This design comes from an exercise in tuning for small area, a short achievable clock period and few clock cycles on the open sky130 flow, not from production work.
No activity file was given, so power comes from the tool's default toggle rates.

== job 6462 ==
==> module Processor, before the edit <==
module Processor #(parameter WIDTH = 32) (
    input  logic               i_clk,
    input  logic               i_reset,
    input  logic [WIDTH-1:0]   i_ReadData,
    output logic               o_memwrite,
    output logic [WIDTH-1:0]   o_WriteData,
    output logic [WIDTH-1:0]   o_Address);
    logic [31:0] rf [1:7];
    logic [15:0] pc;         
    logic        m_ld, m_st, m;            
    logic [31:0] m_ea;                     
    logic [7:1]  m_we;                     
    logic        e_ld, e_st, e_bq;         
    logic        e_sub, e_and, e_or, e_slt;
    logic [7:1]  e_we;                     
    logic [7:1]  e_lw;                     
    logic [2:0]  e_rs, e_rt;
    logic [31:0] opA;
    logic [31:0] opB;                      
    logic [15:0] e_tgt;                    
    logic [31:0] sum;
    Add32 add_alu (.a(opA), .b(opB), .cin(e_sub), .s(sum));
    logic [31:0] res;
    always_comb begin
        if (e_and)      res = opA & opB;
        else if (e_or)  res = opA | opB;
        else if (e_slt) res = {31'd0, sum[31]};
        else            res = sum;
    end
    wire        e_taken = ~m & e_bq & (opA == opB);
    wire [31:0] ea = opA + {16'd0, e_tgt};
    wire [31:0] wd   = m ? i_ReadData : res;
    wire [7:1]  w_oh = m ? m_we : e_we;
    wire [31:0] ins   = i_ReadData;
    wire [5:0]  op    = ins[31:26];
    wire [5:0]  funct = ins[5:0];
    wire [15:0] imm   = ins[15:0];
    wire        f_v   = ~m & ~e_taken;
    wire        is_r  = (op == 6'h00);
    wire        is_lb = (op == 6'h20);
    wire        is_sb = (op == 6'h28);
    wire        is_bq = (op == 6'h04);
    wire        is_j  = (op == 6'h02);
    wire        re = m | e_st;
    wire [2:0]  ra = m ? e_rs : ins[23:21];
    wire [2:0]  rb = re ? e_rt : ins[18:16];
    logic [7:0] sel_a, sel_b;
    always_comb begin
        sel_a[0] = 1'b0;
        sel_b[0] = 1'b0;
        for (int i = 1; i < 8; i++) begin
            sel_a[i] = ~w_oh[i] & (ra == i[2:0]);
            sel_b[i] = ~w_oh[i] & (rb == i[2:0]);
            sel_a[0] = sel_a[0] | (w_oh[i] & (ra == i[2:0]));
            sel_b[0] = sel_b[0] | (w_oh[i] & (rb == i[2:0]));
        end
    end
    logic [31:0] a, b;
    RdMux rd_a (.sel(sel_a), .f(wd), .r1(rf[1]), .r2(rf[2]), .r3(rf[3]), .r4(rf[4]),
                .r5(rf[5]), .r6(rf[6]), .r7(rf[7]), .q(a));
    RdMux rd_b (.sel(sel_b), .f(wd), .r1(rf[1]), .r2(rf[2]), .r3(rf[3]), .r4(rf[4]),
                .r5(rf[5]), .r6(rf[6]), .r7(rf[7]), .q(b));
    wire f_sub = is_r & ((funct == 6'h22) | (funct == 6'h2A));
    wire n_sub = re ? (m & e_sub) : f_sub;
    wire [15:0] pc1 = pc + 16'd1;
    always_ff @(posedge i_clk) begin
        if (i_reset) begin
            e_ld <= 1'b0;
            e_st <= 1'b0;
            e_bq <= 1'b0;
            e_we <= 7'd0;
            e_lw <= 7'd0;
        end else if (!m) begin
            if (!f_v) begin
                e_ld <= 1'b0;
                e_st <= 1'b0;
                e_bq <= 1'b0;
                e_we <= 7'd0;
                e_lw <= 7'd0;
            end else begin
                e_ld <= is_lb;
                e_st <= is_sb;
                e_bq <= is_bq;
                for (int i = 1; i < 8; i++) begin
                    e_we[i] <= is_r & (ins[13:11] == i[2:0]);
                    e_lw[i] <= is_lb & (ins[18:16] == i[2:0]);
                end
            end
        end
    end
    always_ff @(posedge i_clk) begin
        opA <= a;
        opB <= b ^ {32{n_sub}};
        if (!m) begin
            e_sub <= f_sub;
            e_and <= is_r & (funct == 6'h24);
            e_or  <= is_r & (funct == 6'h25);
            e_slt <= is_r & (funct == 6'h2A);
            e_tgt <= (is_lb | is_sb) ? imm : pc1 + imm;
            e_rt  <= ins[18:16];
        end
    end
    always_ff @(posedge i_clk) begin
        if (i_reset || m) begin
            m_ld <= 1'b0;
            m_st <= 1'b0;
            m    <= 1'b0;
        end else begin
            m_ld <= e_ld;
            m_st <= e_st;
            m    <= e_ld | e_st;
        end
    end
    always_ff @(posedge i_clk) begin
        m_ea <= ea;
        m_we <= e_lw;
        e_rs <= ins[23:21];      
    end
    always_ff @(posedge i_clk) begin
        if (i_reset)      pc <= 16'd0;
        else if (e_taken) pc <= e_tgt;
        else if (m)       pc <= pc;
        else if (is_j)    pc <= imm;
        else              pc <= pc1;
    end
    always_ff @(posedge i_clk) begin
        for (int i = 1; i < 8; i++)
            if (w_oh[i]) rf[i] <= wd;
    end
    assign o_memwrite  = m_st;
    assign o_WriteData = opB;
    assign o_Address   = m ? m_ea : {16'd0, pc};
endmodule
Settings: LEC_CHECK=0, CAP_MARGIN=20, CORE_MARGIN=2, CORE_UTILIZATION=40, SETUP_SLACK_MARGIN=3.4, SLEW_MARGIN=20, SYNTH_HIERARCHICAL=1, SYNTH_MINIMUM_KEEP_SIZE=0; clock period 7.0 ns.
run.sh (not shown) runs the stock make flow with config.mk's settings and CLKGATE_MAP_FILE= SYNTH_SCRIPT=/design/flow/synth_recipe.tcl, a recipe that flattens the netlist after the stock synthesis.
### job 6462 -> job 8121
--- a/flow/design.v
+++ b/flow/design.v
@@ -83,16 +83,13 @@
     logic [15:0] e_tgt;                    
     logic [31:0] sum;
     Add32 add_alu (.a(opA), .b(opB), .cin(e_sub), .s(sum));
-    logic [31:0] res;
-    always_comb begin
-        if (e_and)      res = opA & opB;
-        else if (e_or)  res = opA | opB;
-        else if (e_slt) res = {31'd0, sum[31]};
-        else            res = sum;
-    end
+    wire         e_ar = ~(e_and | e_or | e_slt);
+    wire [31:0]  lg   = ({32{e_and}} & (opA & opB)) | ({32{e_or}} & (opA | opB));
+    wire [31:0]  res  = ({32{e_ar}} & sum) | lg | {31'd0, e_slt & sum[31]};
     wire        e_taken = ~m & e_bq & (opA == opB);
     wire [31:0] ea = opA + {16'd0, e_tgt};
-    wire [31:0] wd   = m ? i_ReadData : res;
+    wire [31:0] wd   = ({32{~m & e_ar}} & sum) | ({32{~m}} & (lg | {31'd0, e_slt & sum[31]}))
+                     | ({32{m}} & i_ReadData);
     wire [7:1]  w_oh = m ? m_we : e_we;
     wire [31:0] ins   = i_ReadData;
     wire [5:0]  op    = ins[31:26];
## What came out
In terms of final hold violation count, job 6462 and job 8121 differ only marginally.
The count of fill cells added during filler insertion on job 8121 is in line with that on job 6462.
Compared with job 6462, in job 8121 worst setup slack has decreased, non-clock buffer instance count of the final layout has decreased, share of synthesized cell area in full adder, half adder and majority cells has remained practically unchanged, power share of the clock group has increased.
Function was not checked in any run of this note: the RTL went through the layout flow alone.

* * *

The RTL this note starts from:
==> flow/design.v <==
module Add32 #(parameter W = 32) (
    input  logic [W-1:0] a,
    input  logic [W-1:0] b,
    input  logic         cin,
    output logic [W-1:0] s,
    output logic         cout);
    localparam L = $clog2(W);
    logic [W-1:0] p0;
    logic [W-1:0] g [0:L];
    logic [W-1:0] p [0:L];
    always_comb begin
        p0 = a ^ b;
        g[0] = a & b;
        g[0][0] = (a[0] & b[0]) | (p0[0] & cin);
        p[0] = p0;
        for (int l = 0; l < L; l++) begin
            for (int i = 0; i < W; i++) begin
                if ((i >> l) & 1) begin
                    g[l+1][i] = g[l][i] | (p[l][i] & g[l][((i >> l) << l) - 1]);
                    p[l+1][i] = p[l][i] & p[l][((i >> l) << l) - 1];
                end else begin
                    g[l+1][i] = g[l][i];
                    p[l+1][i] = p[l][i];
                end
            end
        end
        s = p0 ^ {g[L][W-2:0], cin};
        cout = g[L][W-1];
    end
endmodule
module Add16 #(parameter W = 16) (
    input  logic [W-1:0] a,
    input  logic [W-1:0] b,
    input  logic         cin,
    output logic [W-1:0] s,
    output logic         cout);
    localparam L = $clog2(W);
    logic [W-1:0] p0;
    logic [W-1:0] g [0:L];
    logic [W-1:0] p [0:L];
    always_comb begin
        p0 = a ^ b;
        g[0] = a & b;
        g[0][0] = (a[0] & b[0]) | (p0[0] & cin);
        p[0] = p0;
        for (int l = 0; l < L; l++) begin
            for (int i = 0; i < W; i++) begin
                if ((i >> l) & 1) begin
                    g[l+1][i] = g[l][i] | (p[l][i] & g[l][((i >> l) << l) - 1]);
                    p[l+1][i] = p[l][i] & p[l][((i >> l) << l) - 1];
                end else begin
                    g[l+1][i] = g[l][i];
                    p[l+1][i] = p[l][i];
                end
            end
        end
        s = p0 ^ {g[L][W-2:0], cin};
        cout = g[L][W-1];
    end
endmodule
module RdMux #(parameter WIDTH = 32) (
    input  logic [7:0]       sel,
    input  logic [WIDTH-1:0] f, r1, r2, r3, r4, r5, r6, r7,
    output logic [WIDTH-1:0] q);
    assign q = (f  & {WIDTH{sel[0]}}) | (r1 & {WIDTH{sel[1]}})
             | (r2 & {WIDTH{sel[2]}}) | (r3 & {WIDTH{sel[3]}})
             | (r4 & {WIDTH{sel[4]}}) | (r5 & {WIDTH{sel[5]}})
             | (r6 & {WIDTH{sel[6]}}) | (r7 & {WIDTH{sel[7]}});
endmodule
module Processor #(parameter WIDTH = 32) (
    input  logic               i_clk,
    input  logic               i_reset,
    input  logic [WIDTH-1:0]   i_ReadData,
    output logic               o_memwrite,
    output logic [WIDTH-1:0]   o_WriteData,
    output logic [WIDTH-1:0]   o_Address);
    logic [31:0] rf [1:7];
    logic [15:0] pc;         
    logic        m_ld, m_st, m;            
    logic [31:0] m_ea, m_sd;               
    logic [7:1]  m_we;                     
    logic        e_ld, e_st, e_bq;         
    logic        e_sub, e_and, e_or, e_slt;
    logic [7:1]  e_we;                     
    logic [7:1]  e_lw;                     
    logic [2:0]  e_rs, e_rt;
    logic [31:0] opA;
    logic [31:0] opB;                      
    logic [15:0] e_tgt;                    
    logic [31:0] sum;
    logic        sum_c;
    Add32 add_alu (.a(opA), .b(opB), .cin(e_sub), .s(sum), .cout(sum_c));
    logic [31:0] res;
    always_comb begin
        if (e_and)      res = opA & opB;
        else if (e_or)  res = opA | opB;
        else if (e_slt) res = {31'd0, sum[31]};
        else            res = sum;
    end
    wire        e_taken = ~m & e_bq & (sum == 32'd0);    
    wire [31:0] ea = opA + {16'd0, e_tgt};
    wire [31:0] wd   = m ? i_ReadData : res;
    wire [7:1]  w_oh = m ? m_we : e_we;
    wire [31:0] ins   = i_ReadData;
    wire [5:0]  op    = ins[31:26];
    wire [5:0]  funct = ins[5:0];
    wire [15:0] imm   = ins[15:0];
    wire        f_v   = ~m & ~e_taken;
    wire        is_r  = (op == 6'h00);
    wire        is_lb = (op == 6'h20);
    wire        is_sb = (op == 6'h28);
    wire        is_bq = (op == 6'h04);
    wire        is_j  = (op == 6'h02);
    wire [2:0]  ra = m ? e_rs : ins[23:21];
    wire [2:0]  rb = m ? e_rt : ins[18:16];
    logic [7:0] sel_a, sel_b;
    always_comb begin
        sel_a[0] = 1'b0;
        sel_b[0] = 1'b0;
        for (int i = 1; i < 8; i++) begin
            sel_a[i] = ~w_oh[i] & (ra == i[2:0]);
            sel_b[i] = ~w_oh[i] & (rb == i[2:0]);
            sel_a[0] = sel_a[0] | (w_oh[i] & (ra == i[2:0]));
            sel_b[0] = sel_b[0] | (w_oh[i] & (rb == i[2:0]));
        end
    end
    logic [31:0] a, b;
    RdMux rd_a (.sel(sel_a), .f(wd), .r1(rf[1]), .r2(rf[2]), .r3(rf[3]), .r4(rf[4]),
                .r5(rf[5]), .r6(rf[6]), .r7(rf[7]), .q(a));
    RdMux rd_b (.sel(sel_b), .f(wd), .r1(rf[1]), .r2(rf[2]), .r3(rf[3]), .r4(rf[4]),
                .r5(rf[5]), .r6(rf[6]), .r7(rf[7]), .q(b));
    wire f_sub = is_bq | (is_r & ((funct == 6'h22) | (funct == 6'h2A)));
    wire n_sub = m ? e_sub : f_sub;
    wire [15:0] pc1 = pc + 16'd1;
    always_ff @(posedge i_clk) begin
        if (i_reset) begin
            e_ld <= 1'b0;
            e_st <= 1'b0;
            e_bq <= 1'b0;
            e_we <= 7'd0;
            e_lw <= 7'd0;
        end else if (!m) begin
            if (!f_v) begin
                e_ld <= 1'b0;
                e_st <= 1'b0;
                e_bq <= 1'b0;
                e_we <= 7'd0;
                e_lw <= 7'd0;
            end else begin
                e_ld <= is_lb;
                e_st <= is_sb;
                e_bq <= is_bq;
                for (int i = 1; i < 8; i++) begin
                    e_we[i] <= is_r & (ins[13:11] == i[2:0]);
                    e_lw[i] <= is_lb & (ins[18:16] == i[2:0]);
                end
            end
        end
    end
    always_ff @(posedge i_clk) begin
        opA <= a;
        opB <= b ^ {32{n_sub}};
        if (!m) begin
            e_sub <= f_sub;
            e_and <= is_r & (funct == 6'h24);
            e_or  <= is_r & (funct == 6'h25);
            e_slt <= is_r & (funct == 6'h2A);
            e_tgt <= (is_lb | is_sb) ? imm : pc1 + imm;
        end
    end
    always_ff @(posedge i_clk) begin
        if (i_reset || m) begin
            m_ld <= 1'b0;
            m_st <= 1'b0;
            m    <= 1'b0;
        end else begin
            m_ld <= e_ld;
            m_st <= e_st;
            m    <= e_ld | e_st;
        end
    end
    always_ff @(posedge i_clk) begin
        m_ea <= ea;
        m_sd <= opB;             
        m_we <= e_lw;
        e_rs <= ins[23:21];      
        e_rt <= ins[18:16];
    end
    always_ff @(posedge i_clk) begin
        if (i_reset)      pc <= 16'd0;
        else if (e_taken) pc <= e_tgt;
        else if (m)       pc <= pc;
        else if (is_j)    pc <= imm;
        else              pc <= pc1;
    end
    always_ff @(posedge i_clk) begin
        for (int i = 1; i < 8; i++)
            if (w_oh[i]) rf[i] <= wd;
    end
    assign o_memwrite  = m_st;
    assign o_WriteData = m_sd;
    assign o_Address   = m ? m_ea : {16'd0, pc};
endmodule
Settings: LEC_CHECK=0, CAP_MARGIN=20, CORE_MARGIN=2, CORE_UTILIZATION=40, SETUP_SLACK_MARGIN=3.3, SLEW_MARGIN=20, SYNTH_HIERARCHICAL=1, SYNTH_MINIMUM_KEEP_SIZE=0; clock period 7.0 ns.
Change:
--- a/flow/design.v
+++ b/flow/design.v
@@ -75,11 +75,11 @@
     output logic [WIDTH-1:0]   o_WriteData,
     output logic [WIDTH-1:0]   o_Address);
     logic [31:0] rf [1:7];
     logic [15:0] pc;         
     logic        m_ld, m_st, m;            
-    logic [31:0] m_ea, m_sd;               
+    logic [31:0] m_ea;                     
     logic [7:1]  m_we;                     
     logic        e_ld, e_st, e_bq;         
     logic        e_sub, e_and, e_or, e_slt;
     logic [7:1]  e_we;                     
     logic [7:1]  e_lw;                     
@@ -95,11 +95,11 @@
         if (e_and)      res = opA & opB;
         else if (e_or)  res = opA | opB;
         else if (e_slt) res = {31'd0, sum[31]};
         else            res = sum;
     end
-    wire        e_taken = ~m & e_bq & (sum == 32'd0);    
+    wire        e_taken = ~m & e_bq & (opA == opB);
     wire [31:0] ea = opA + {16'd0, e_tgt};
     wire [31:0] wd   = m ? i_ReadData : res;
     wire [7:1]  w_oh = m ? m_we : e_we;
     wire [31:0] ins   = i_ReadData;
     wire [5:0]  op    = ins[31:26];
@@ -109,12 +109,13 @@
     wire        is_r  = (op == 6'h00);
     wire        is_lb = (op == 6'h20);
     wire        is_sb = (op == 6'h28);
     wire        is_bq = (op == 6'h04);
     wire        is_j  = (op == 6'h02);
+    wire        re = m | e_st;
     wire [2:0]  ra = m ? e_rs : ins[23:21];
-    wire [2:0]  rb = m ? e_rt : ins[18:16];
+    wire [2:0]  rb = re ? e_rt : ins[18:16];
     logic [7:0] sel_a, sel_b;
     always_comb begin
         sel_a[0] = 1'b0;
         sel_b[0] = 1'b0;
         for (int i = 1; i < 8; i++) begin
@@ -127,12 +128,12 @@
     logic [31:0] a, b;
     RdMux rd_a (.sel(sel_a), .f(wd), .r1(rf[1]), .r2(rf[2]), .r3(rf[3]), .r4(rf[4]),
                 .r5(rf[5]), .r6(rf[6]), .r7(rf[7]), .q(a));
     RdMux rd_b (.sel(sel_b), .f(wd), .r1(rf[1]), .r2(rf[2]), .r3(rf[3]), .r4(rf[4]),
                 .r5(rf[5]), .r6(rf[6]), .r7(rf[7]), .q(b));
-    wire f_sub = is_bq | (is_r & ((funct == 6'h22) | (funct == 6'h2A)));
-    wire n_sub = m ? e_sub : f_sub;
+    wire f_sub = is_r & ((funct == 6'h22) | (funct == 6'h2A));
+    wire n_sub = re ? (m & e_sub) : f_sub;
     wire [15:0] pc1 = pc + 16'd1;
     always_ff @(posedge i_clk) begin
         if (i_reset) begin
             e_ld <= 1'b0;
             e_st <= 1'b0;
@@ -164,10 +165,11 @@
             e_sub <= f_sub;
             e_and <= is_r & (funct == 6'h24);
             e_or  <= is_r & (funct == 6'h25);
             e_slt <= is_r & (funct == 6'h2A);
             e_tgt <= (is_lb | is_sb) ? imm : pc1 + imm;
+            e_rt  <= ins[18:16];
         end
     end
     always_ff @(posedge i_clk) begin
         if (i_reset || m) begin
             m_ld <= 1'b0;
@@ -179,14 +181,12 @@
             m    <= e_ld | e_st;
         end
     end
     always_ff @(posedge i_clk) begin
         m_ea <= ea;
-        m_sd <= opB;             
         m_we <= e_lw;
         e_rs <= ins[23:21];      
-        e_rt <= ins[18:16];
     end
     always_ff @(posedge i_clk) begin
         if (i_reset)      pc <= 16'd0;
         else if (e_taken) pc <= e_tgt;
         else if (m)       pc <= pc;
@@ -196,8 +196,8 @@
     always_ff @(posedge i_clk) begin
         for (int i = 1; i < 8; i++)
             if (w_oh[i]) rf[i] <= wd;
     end
     assign o_memwrite  = m_st;
-    assign o_WriteData = m_sd;
+    assign o_WriteData = opB;
     assign o_Address   = m ? m_ea : {16'd0, pc};
 endmodule
After rerunning:
- The changed run finished clean
- utilization decreases by 0.92 points
- worst hold slack loses 19 ps
- design area decreases by about 1.2%
- worst setup slack gains 280 ps
- count of clock-buffer cells in the layout decreases by 17
- die area increases by about 1%
- final cell count increases by about 2.5%
- clock power is about the same
- critical path depth increases by 4
- sequential power decreases by 19%
Function was not checked in any run of this note: the RTL went through the layout flow alone.

what the ideal ports hide:
How much do the figures lean on ideal ports? The routed layouts below were timed once more, with nothing changed but the port constraints.
Step 1: set_driving_cell puts a clkbuf_16 on i_clk and a buf_2 on each other input, an assumption about the parent block.
Step 2 times the ports against the registers' clock, not the clock port: input delays grow and output delays shrink by t, the midpoint of the rising clock arrivals with the driver on.
a / b / c = ideal / step 1 / step 2; a / b = the first two.
run	t, ns	setup slack, ns	hold WS [ns]	worst setup path after step 2	worst data-port slew with drivers (ns)
job 6462	0.619	3.464 / 3.461 / 2.909	0.354 / 0.354 / 0.354	input to register	0.07
job 8121	0.635	3.442 / 3.442 / 2.897	0.343 / 0.343 / 0.343	input to register	0.06
the first run of note 2	0.634	2.734 / 2.734 / 2.673	0.357 / 0.357 / 0.357	input to register	0.07
the second run of note 2	0.638	3.015 / 3.015 / 2.660	0.338 / 0.338 / 0.338	input to register	0.05
After both steps setup and hold are still met in every run listed. For job 6462, which loses most, drivers alone change the setup slack by -0.003 ns; drivers and shift together by -0.555 ns.
